From an optimization exercise on the open Yosys and OpenROAD flow, aimed at small area; shortcuts taken in it are not production practice.
The RTL was checked by simulation tests, not by an equivalence proof against the original design.
Power is estimated from default activity; no workload was simulated.

==> flow/design.v (excerpt) <==
module hyper_bus #(
    parameter HBRAM_FRE   = 200_000_000,
    parameter BIT_WIDTH   = 16,
    parameter INIT_NUM    = 256,
    parameter LATENCY     = 7,
    parameter STRENGTH    = "34_ohms",
    parameter BURST_MODE  = "legacy",
    parameter BURST_LEN   = 16,
    parameter REFRESH     = "Full_Array",
    parameter CLOCK_TYPE  = "Single_Ended",
    parameter MASK_WIDTH  = 4
) (
    input                              ram_clock,
    input                              ram_reset,
    input                              ram_en,
    input                              rw_ctrl,
    input      [31:0]                  ram_addr,
    input      [31:0]                  ram_burst_len,
    output                             ram_wr_valid,
    input      [BIT_WIDTH * 2 - 1 : 0] ram_wr_data,
    output reg                         ram_rd_valid,
    output reg [BIT_WIDTH * 2 - 1 : 0] ram_rd_data,
    input      [MASK_WIDTH - 1 : 0]    ram_data_mask,
    output reg                         hbc_cal_pass,
    output reg                         ctrl_idle,
    output reg                         hbc_ck_p_hi,
    output                             hbc_ck_p_lo,
    output                             hbc_ck_n_hi,
    output                             hbc_ck_n_lo,
    output reg                         hbc_cs_n,
    output reg                         hbc_rst_n,
    output     [BIT_WIDTH - 1 : 0]     hbc_dq_en,
    output     [BIT_WIDTH - 1 : 0]     hbc_dq_out_hi,
    output     [BIT_WIDTH - 1 : 0]     hbc_dq_out_lo,
    input      [BIT_WIDTH - 1 : 0]     hbc_dq_in_hi,
    input      [BIT_WIDTH - 1 : 0]     hbc_dq_in_lo,
    output     [BIT_WIDTH/8 - 1 : 0]   hbc_rwds_en,
    output     [BIT_WIDTH/8 - 1 : 0]   hbc_rwds_out_hi,
    output     [BIT_WIDTH/8 - 1 : 0]   hbc_rwds_out_lo,
    input      [BIT_WIDTH/8 - 1 : 0]   hbc_rwds_in_hi,
    input      [BIT_WIDTH/8 - 1 : 0]   hbc_rwds_in_lo
);
clock: 5.0 ns
lec_check: 0
abc_area: 1
cap_margin: 20
core_margin: 2
core_utilization: 40
place_density: 0.6
slew_margin: 20
standard.sh (not shown) runs the stock make flow with config.mk's settings and CLKGATE_MAP_FILE= SYNTH_SCRIPT=/design/flow/synth_recipe.tcl, a recipe that flattens the netlist after the stock synthesis.
==> flow/flow/run.sh <==
#!/bin/bash
# Standard ORFS layout (the standard.sh, unchanged synthesis) with two
# area-related overrides:
#  - port buffers use the smallest buffer cell (every port still gets one)
#  - clock tree synthesis uses small clock buffers and no dummy loads
set -uo pipefail
export BUFFER_PORTS_ARGS="-buffer_cell sky130_fd_sc_hd__buf_1"
export CTS_ARGS="-sink_clustering_enable -repair_clock_nets -dont_use_dummy_load -buf_list {sky130_fd_sc_hd__clkbuf_2 sky130_fd_sc_hd__clkbuf_4 sky130_fd_sc_hd__clkbuf_8}"
bash standard.sh > make_finish.log 2>&1
st=$?
cp -r orfs/logs orfs_logs 2>/dev/null || true
exit $st
Rerun with:
--- a/flow/flow/run.sh
+++ b/flow/flow/run.sh
@@ -2,2 +2,5 @@
-# Standard ORFS layout (the standard.sh, unchanged synthesis) with two
-# area-related overrides:
+# The standard layout (standard.sh, with synth_recipe.tcl as the synthesis
+# script, so the same Yosys passes and registers) with area-related changes:
+#  - ABC maps the combinational logic with an area-oriented script
+#    (flow/abc_area.script: deepsyn + choice-based area mapping); ORFS reads it
+#    from a copy of its scripts folder, otherwise unchanged
@@ -5 +8,2 @@
-#  - clock tree synthesis uses small clock buffers and no dummy loads
+#  - clock tree synthesis uses no dummy loads
+# Each tool's log stays under orfs/logs/; make's own output goes to make_finish.log.
@@ -6,0 +11,5 @@
+here=$(pwd)
+rm -rf "$here/orfs_scripts"
+cp -r "$FLOW_HOME/scripts" "$here/orfs_scripts"
+cp "$here/flow/abc_area.script" "$here/orfs_scripts/abc_area.script"
+export SCRIPTS_DIR="$here/orfs_scripts"
==> flow/flow/abc_area.script (new file) <==
strash
&get -n
&deepsyn -T 20
&put
dch -f
amap
topo
Outcome: The new run finished with timing, DRC and antenna clean. Utilization rose by 2.2 points. Routed wire length decreases by 9.1%. Worst hold slack gets better by 44 ps. Power shrinks by 2.3%. Via count falls by 14%. Maximum frequency went down by 28%. Cell area falls by 8.4%.
Rerun with:
--- a/flow/flow/run.sh
+++ b/flow/flow/run.sh
@@ -17 +17 @@
-export CTS_ARGS="-sink_clustering_enable -repair_clock_nets -dont_use_dummy_load -buf_list {sky130_fd_sc_hd__clkbuf_2 sky130_fd_sc_hd__clkbuf_4 sky130_fd_sc_hd__clkbuf_8}"
+export CTS_ARGS="-sink_clustering_enable -sink_clustering_size 10 -sink_clustering_max_diameter 60 -repair_clock_nets -dont_use_dummy_load -buf_list {sky130_fd_sc_hd__clkbuf_2 sky130_fd_sc_hd__clkbuf_4} -root_buf sky130_fd_sc_hd__clkbuf_4 -sink_clustering_buffer sky130_fd_sc_hd__clkbuf_4"
Result: The new run produced a clean layout; setup slack is worse by 63 ps; routed wire length hardly moves; global-route usage barely changes; sequential power barely changes; total power came out lower by 9.5%; critical path depth stays the same.
Rerun with:
==> flow/flow/run.sh (replaced) <==
#!/bin/bash
# Standard ORFS layout (the standard.sh, unchanged synthesis) with
# area-related overrides:
#  - port buffers use the smallest buffer cell (every port still gets one)
#  - clock tree synthesis uses no dummy loads
#  - after global routing, cells with timing slack are downsized (RECOVER_POWER)
set -uo pipefail
export BUFFER_PORTS_ARGS="-buffer_cell sky130_fd_sc_hd__buf_1"
export CTS_ARGS="-sink_clustering_enable -repair_clock_nets -dont_use_dummy_load -buf_list {sky130_fd_sc_hd__clkbuf_2 sky130_fd_sc_hd__clkbuf_4 sky130_fd_sc_hd__clkbuf_8}"
export RECOVER_POWER=100
bash standard.sh > make_finish.log 2>&1
st=$?
cp -r orfs/logs orfs_logs 2>/dev/null || true
exit $st
removed: flow/flow/abc_area.script
Result: This time the run completed, yet does not pass: max-capacitance violations, max-slew violations. Routed wire length rose by 10%. Via count grows by 15%. Design area rises by 10%. Worst setup slack improves by 960 ps. Utilization drops by 1.7 points. Clock power goes up by 39%. Global-route usage goes up by 0.21 points. Power went up by 13%. Maximum frequency increases by 29%. Synthesized area is higher by 13%.

---

== build 36 ==
The RTL this note starts from:
==> flow/design.v <==
`timescale 1 ns / 1 ns
module hyper_bus #(
    parameter HBRAM_FRE   = 200_000_000,
    parameter BIT_WIDTH   = 16,
    parameter INIT_NUM    = 256,
    parameter LATENCY     = 7,
    parameter STRENGTH    = "34_ohms",
    parameter BURST_MODE  = "legacy",
    parameter BURST_LEN   = 16,
    parameter REFRESH     = "Full_Array",
    parameter CLOCK_TYPE  = "Single_Ended",
    parameter MASK_WIDTH  = 4
) (
    input                              ram_clock,
    input                              ram_reset,
    input                              ram_en,
    input                              rw_ctrl,
    input      [31:0]                  ram_addr,
    input      [31:0]                  ram_burst_len,
    output                             ram_wr_valid,
    input      [BIT_WIDTH * 2 - 1 : 0] ram_wr_data,
    output reg                         ram_rd_valid,
    output reg [BIT_WIDTH * 2 - 1 : 0] ram_rd_data,
    input      [MASK_WIDTH - 1 : 0]    ram_data_mask,
    output reg                         hbc_cal_pass,
    output reg                         ctrl_idle,
    output                             hbc_ck_p_hi,
    output                             hbc_ck_p_lo,
    output                             hbc_ck_n_hi,
    output                             hbc_ck_n_lo,
    output                             hbc_cs_n,
    output                             hbc_rst_n,
    output     [BIT_WIDTH - 1 : 0]     hbc_dq_en,
    output     [BIT_WIDTH - 1 : 0]     hbc_dq_out_hi,
    output     [BIT_WIDTH - 1 : 0]     hbc_dq_out_lo,
    input      [BIT_WIDTH - 1 : 0]     hbc_dq_in_hi,
    input      [BIT_WIDTH - 1 : 0]     hbc_dq_in_lo,
    output     [BIT_WIDTH/8 - 1 : 0]   hbc_rwds_en,
    output     [BIT_WIDTH/8 - 1 : 0]   hbc_rwds_out_hi,
    output     [BIT_WIDTH/8 - 1 : 0]   hbc_rwds_out_lo,
    input      [BIT_WIDTH/8 - 1 : 0]   hbc_rwds_in_hi,
    input      [BIT_WIDTH/8 - 1 : 0]   hbc_rwds_in_lo
);
localparam IDLE  = 4'd2;
localparam RESET = 4'd1;
localparam RWAIT = 4'd3;
localparam CFG   = 4'd9;
localparam CW    = 4'd10;
localparam WAIT  = 4'd13;
localparam INIT  = 4'd0;
localparam XFER  = 4'd5;
localparam DONE  = 4'd8;
reg  [3:0]  state;
reg  [3:0]  state_next;
reg  [14:0] cnt;             
reg         flag;            
reg         cr_sel;          
reg         r_rw_ctrl;
reg  [3:0]  r_data_mask;
reg         r_rwds_hi0;
reg  [15:0] r_dq_in_hi;
reg  [15:0] ndq_hi;          
reg  [15:0] ndq_lo;          
wire [15:0] dq_hi = ~ndq_hi;
wire [15:0] dq_lo = ~ndq_lo;
reg         fst;             
wire s_idle  = state == IDLE;
wire s_reset = state == RESET;
wire s_rwait = state == RWAIT;
wire s_cfg   = state == CFG;
wire s_cw    = state == CW;
wire s_wait  = state == WAIT;
wire s_init  = state == INIT;
wire s_xfer  = state == XFER;
wire s_done  = state == DONE;
wire strobe = r_rwds_hi0 ^ hbc_rwds_in_lo[0];
wire rw_rd  = r_rw_ctrl & flag;             
wire wr_on  = flag & ~r_rw_ctrl;            
wire        cnt_up  = ~(s_xfer & rw_rd & ~strobe);       
wire [14:0] cnt_inc = cnt + {14'd0, cnt_up};
wire t1024  = cnt[10];                                                   
wire t80    = cnt[6] & cnt[4];                                           
wire t32000 = cnt[14] & cnt[13] & cnt[12] & cnt[11] & cnt[10] & cnt[8];  
wire t400   = cnt[8] & cnt[7] & cnt[4];                                  
wire [10:0] xfer_start = flag ? ~ram_burst_len[11:1] : 11'd1919;
wire tlast  = &cnt[10:1];
wire ge42   = cnt[6] | (cnt[5] & (cnt[4] | cnt[3] & (cnt[2] | cnt[1])));    
wire nz     = |cnt[4:0];                                 
wire le3    = ~(cnt[4] | cnt[3] | cnt[2]);              
wire le4    = le3 | (cnt[2] & ~cnt[1] & ~cnt[0] & ~cnt[4] & ~cnt[3]);
wire ge2     = |cnt[4:1];                                
wire done_f  = (s_cw | s_done) & fst;                    
wire rwds_wr = (s_xfer & ~fst | s_done & fst) & wr_on;   
wire rwds_one = (s_cfg & ~fst) | (s_cw & fst) | (s_init & ~fst & ~(cnt[4] | cnt[3] | (cnt[2] & cnt[1])));
wire init_b   = s_init & ~cnt[4] & ~cnt[3];
wire beat1    = init_b & (cnt[2:0] == 3'd2);
wire beat2    = init_b & (cnt[2:0] == 3'd3);
wire beat3    = init_b & (cnt[2:0] == 3'd4);
wire cfg_on   = (s_cfg & ge2) | (s_cw & fst);
wire dq_on_hi = cfg_on | beat1 | beat2 | rwds_wr;
wire dq_on_lo = dq_on_hi | beat3;
assign hbc_ck_p_hi = ((s_cfg | s_init) & ge2) | s_xfer | done_f;
assign hbc_cs_n    = ~(((s_cfg | s_init) & ~fst) | s_xfer | done_f);
assign hbc_rst_n   = ~(s_reset & ~fst & ~ge42);
wire adv = (s_idle & t1024) | (s_reset & t80) | (s_rwait & t32000) | (s_cfg & cnt[2]) |
           ((s_cw | s_done) & t400) | (s_wait & (~flag | ram_en)) | (s_init & cnt[4]) |
           (s_xfer & tlast);
always @(*) begin
    case (state)
        IDLE:    state_next = RESET;
        RESET:   state_next = RWAIT;
        RWAIT:   state_next = CFG;
        CFG:     state_next = CW;
        CW:      state_next = cr_sel ? CFG : WAIT;
        WAIT:    state_next = INIT;
        INIT:    state_next = XFER;
        XFER:    state_next = DONE;
        DONE:    state_next = WAIT;
        default: state_next = IDLE;
    endcase
end
always @(posedge ram_clock or posedge ram_reset) begin
    if (ram_reset) begin
        state <= IDLE;
        cnt   <= 15'd24;
        fst   <= 1'b1;
    end else begin
        fst <= adv;
        if (adv) begin
            state <= state_next;
            cnt   <= s_init ? {4'd0, xfer_start} : {14'd0, s_idle | s_reset | s_xfer};
        end else begin
            cnt   <= cnt_inc;
        end
    end
end
always @(posedge ram_clock or posedge ram_reset) begin
    if (ram_reset) begin
        flag   <= 1'b0;
        cr_sel <= 1'b0;
    end else begin
        if (s_done)
            flag <= 1'b1;
        if (s_cfg & adv)
            cr_sel <= ~cr_sel;
    end
end
always @(posedge ram_clock) begin
    if (ram_en) begin
        r_rw_ctrl   <= rw_ctrl;
        r_data_mask <= ram_data_mask;
    end
    r_rwds_hi0 <= hbc_rwds_in_hi[0];
    r_dq_in_hi <= hbc_dq_in_hi;
end
always @(posedge ram_clock) begin
    if (s_wait) begin
        ndq_hi <= ~({ram_addr[18:11], ram_addr[2:0], ram_addr[31:27]} & {16{flag}});
        ndq_lo <= ~({ram_addr[10:3], ram_addr[26:19]} & {16{flag}});
    end else if (s_init) begin
        if (cnt[1:0] == 2'd2)
            ndq_lo[7:0] <= ~({5'd0, dq_hi[7:5]});
    end else if (s_cfg) begin
        case (cnt[2:0])
            3'd1: begin ndq_hi[7:0] <= ~(8'h60); ndq_lo[7:0] <= ~(8'h00); end
            3'd2: begin ndq_hi[7:0] <= ~(8'h01); ndq_lo[7:0] <= ~(8'h00); end
            3'd3: begin ndq_hi[7:0] <= ~(8'h00); ndq_lo[7:0] <= ~(cr_sel ? 8'h01 : 8'h00); end
            default: begin
                ndq_hi[7:0] <= ~(cr_sel ? 8'hff : 8'h8f);
                ndq_lo[7:0] <= ~(cr_sel ? 8'hc1 : 8'h2e);
            end
        endcase
    end else begin
        ndq_hi <= ~(ram_wr_data[31:16]);
        ndq_lo <= ~(ram_wr_data[15:0]);
    end
end
wire [7:0] dq_hi_b0 = {beat1 ? rw_rd : dq_hi[7], dq_hi[6] & ~beat1, dq_hi[5] | beat1, dq_hi[4:0]};
assign hbc_dq_out_hi = {(rwds_wr | beat2) ? dq_hi[15:8] : dq_hi_b0, beat2 ? dq_hi[15:8] : dq_hi_b0} & {16{dq_on_hi}};
assign hbc_dq_out_lo = {(rwds_wr | beat2) ? dq_lo[15:8] : dq_lo[7:0], beat2 ? dq_lo[15:8] : dq_lo[7:0]} & {16{dq_on_lo}};
assign hbc_rwds_out_hi = ({2{rwds_wr}} & ~r_data_mask[1:0]) | {2{rwds_one}};
assign hbc_rwds_out_lo = ({2{rwds_wr}} & ~r_data_mask[3:2]) | {2{rwds_one}};
assign hbc_ck_p_lo = 1'b0;
assign hbc_ck_n_lo = 1'b0;
assign hbc_ck_n_hi = 1'b0;
wire dq_en_c   = ~((s_idle & fst) | (s_reset & ~fst & ~ge42) | (s_wait & fst & flag) |
                    (s_init & ~fst & ~le4) | (s_xfer & (fst | rw_rd)) | (s_done & (~fst | rw_rd)));
wire rwds_en_c = (s_cfg & ~fst) | ((s_cw | s_done & ~rw_rd) & fst) | (s_init & ~fst & le4) | (s_xfer & ~rw_rd);
assign hbc_dq_en   = {BIT_WIDTH{dq_en_c}};
assign hbc_rwds_en = {2{rwds_en_c}};
assign ram_wr_valid = s_xfer & wr_on;
always @(posedge ram_clock or posedge ram_reset) begin
    if (ram_reset) begin
        hbc_cal_pass    <= 1'b0;
        ctrl_idle       <= 1'b1;
        ram_rd_valid    <= 1'b0;
        ram_rd_data     <= 32'd0;
    end else begin
        if (s_wait & flag)
            hbc_cal_pass <= 1'b1;
        ctrl_idle    <= ~(flag & ((s_init & nz) | s_xfer | s_done));
        ram_rd_valid <= s_xfer & rw_rd & strobe;
        if (s_xfer & rw_rd & strobe)
            ram_rd_data <= {r_dq_in_hi, hbc_dq_in_lo};
    end
end
endmodule
Settings: LEC_CHECK=0, ABC_AREA=1, CAP_MARGIN=0, CORE_MARGIN=2, CORE_UTILIZATION=40, PLACE_DENSITY=0.6, SLEW_MARGIN=0; clock period 5.0 ns.
==> flow/flow/run.sh <==
#!/bin/bash
# The standard layout (standard.sh, with synth_recipe.tcl as the synthesis
# script, so the same Yosys passes and registers) with area-related changes:
#  - ABC maps the combinational logic with an area-oriented script
#    (flow/abc_area.script: deepsyn + choice-based area mapping); ORFS reads it
#    from a copy of its scripts folder, otherwise unchanged
#  - port buffers use the smallest buffer cell (every port still gets one)
#  - clock tree synthesis uses no dummy loads
# Each tool's log stays under orfs/logs/; make's own output goes to make_finish.log.
set -uo pipefail
here=$(pwd)
rm -rf "$here/orfs_scripts"
cp -r "$FLOW_HOME/scripts" "$here/orfs_scripts"
cp "$here/flow/abc_area.script" "$here/orfs_scripts/abc_area.script"
export SCRIPTS_DIR="$here/orfs_scripts"
export BUFFER_PORTS_ARGS="-buffer_cell sky130_fd_sc_hd__buf_1"
export CTS_ARGS="-sink_clustering_enable -sink_clustering_size 12 -sink_clustering_max_diameter 60 -repair_clock_nets -dont_use_dummy_load -buf_list {sky130_fd_sc_hd__clkbuf_8} -root_buf sky130_fd_sc_hd__clkbuf_8 -sink_clustering_buffer sky130_fd_sc_hd__clkbuf_8"
bash standard.sh > make_finish.log 2>&1
st=$?
cp -r orfs/logs orfs_logs 2>/dev/null || true
exit $st
==> flow/flow/abc_area.script <==
strash
&get -n
&deepsyn -T 20
&put
dch -f
amap
topo
Relative to build 36, the following input files were edited for build 81:
Settings: PLACE_DENSITY now 0.85, was 0.6; CAP_MARGIN now 20, was 0; CORE_UTILIZATION now 70, was 40; SLEW_MARGIN now 20, was 0.
## What came out
Sequential power delta (build 36 -> build 81): insignificant. Final period utilization delta for build 81 relative to build 36: 0.35 points lower. [compare] base=build 36 new=build 81: area taken by multi-input logic gates level; critical path depth moved down; setup slack has increased; floorplan die width now smaller. Build 36 -> build 81: clock buffer instance count of the final layout flat. Row global-route usage: build 81 higher / build 36 lower. In the metrics for build 81 and build 36, the one carrying the higher largest fanout on the critical path is build 36. On power, build 81 and build 36 are basically level.
#### Input delta (build 57 over build 81)
Settings: a change of PLACE_DENSITY from 0.85 to 0.75; a change of CORE_UTILIZATION from 70 to 60.
Results
Delta (build 57 minus build 81): worst hold slack decreased by 0.0036 ns relative to the old numbers; number of non-clock buffers now smaller.
In build 57, clock power share is lower than in build 81.
Build 57 vs build 81, launching instance or port of the critical path: state[0] vs state[2]
Build 57: sequential share of layout area 0.27 points below build 81
Relative to build 81, the placer congestion estimate of build 57 is lower by about 1.1%.
#### Input delta (build 21 over build 57)
Settings: PLACE_DENSITY: 0.75 -> 0.6; CORE_UTILIZATION: 60 -> 40.
diff --git a/flow/flow/run.sh b/flow/flow/run.sh
--- a/flow/flow/run.sh
+++ b/flow/flow/run.sh
@@ -16,2 +16,3 @@
 export BUFFER_PORTS_ARGS="-buffer_cell sky130_fd_sc_hd__buf_1"
+export DONT_USE_CELLS="sky130_fd_sc_hd__buf_4 sky130_fd_sc_hd__buf_6 sky130_fd_sc_hd__buf_8 sky130_fd_sc_hd__buf_12 sky130_fd_sc_hd__buf_16"
 export CTS_ARGS="-sink_clustering_enable -sink_clustering_size 12 -sink_clustering_max_diameter 60 -repair_clock_nets -dont_use_dummy_load -buf_list {sky130_fd_sc_hd__clkbuf_8} -root_buf sky130_fd_sc_hd__clkbuf_8 -sink_clustering_buffer sky130_fd_sc_hd__clkbuf_8"
- Looking at the reports, build 21 completed the entire flow and the layout it produced met the timing, DRC and antenna checks.
- Compared with build 57, build 21 shows final core utilization lower by 26 points.
- Count of buffer and inverter cells on the critical path ended up 3 higher on build 21 than on build 57.
- As of build 21, summed area of non-filler cells in the final layout had risen slightly compared to build 57.
- When build 21 is set beside build 57, its time the worst path needs with I/O delays and setup turns out to be 0.032 ns larger.
- Of build 21 and build 57, it is build 21 that has the higher global-route track usage on met3.
- On build 21: sequential share of layout area is 0.42 points lower than what build 57 gave.
- In the metrics for build 21 and build 57, the one carrying the higher part of the cycle the worst path needs is build 21.
- Looking only at number of signal-net buffers in the layout, and setting everything else aside, the lower value of build 21 and build 57 goes to build 57.
- Floorplan core area was lower in build 57 than in build 21.

## static timing again, ports no longer ideal
In the flow no input, the clock included, has a driving cell. The finished layouts below were timed again as built, in two steps.
Step 1: set_driving_cell puts a clkbuf_16 on ram_clock and a buf_2 on each other input, an assumption about the parent block.
Step 2 adds t to the input delays and takes it off the output delays; t is the mean of the earliest and latest rising clock arrival at the registers after step 1. Input paths then give back, and output paths get back, about the clock's delay inside the block.
a / b / c = no drivers / after step 1 / after step 2; a / b = the first two.
run | t, ns | setup slack, ns | clock arrival spread, ns | cell pins on the clock port's net
the first run of note 1 | 0.461 | 1.967 / 1.933 / 2.373 | 0.025 / 0.025 | 1
the second run of note 1 | 0.449 | 0.778 / 0.778 / 0.700 | 0.020 / 0.020 | 1
the third run of note 1 | 0.536 | 0.715 / 0.715 / 0.659 | 0.032 / 0.033 | 1
the fourth run of note 1 | 0.463 | 1.678 / 1.678 / 1.459 | 0.025 / 0.025 | 1
build 36 | 0.397 | 0.326 / 0.294 / 0.691 | 0.037 / 0.037 | 1
build 81 | 0.398 | 0.344 / 0.311 / 0.709 | 0.044 / 0.044 | 1
build 57 | 0.386 | 0.356 / 0.323 / 0.709 | 0.036 / 0.037 | 1
build 21 | 0.397 | 0.324 / 0.291 / 0.689 | 0.037 / 0.037 | 1
The setup slack of the fourth run of note 1, which loses most, moves by 0.000 ns with the drivers and by -0.219 ns with both steps. The worst setup slack also covers recovery checks on asynchronous resets.
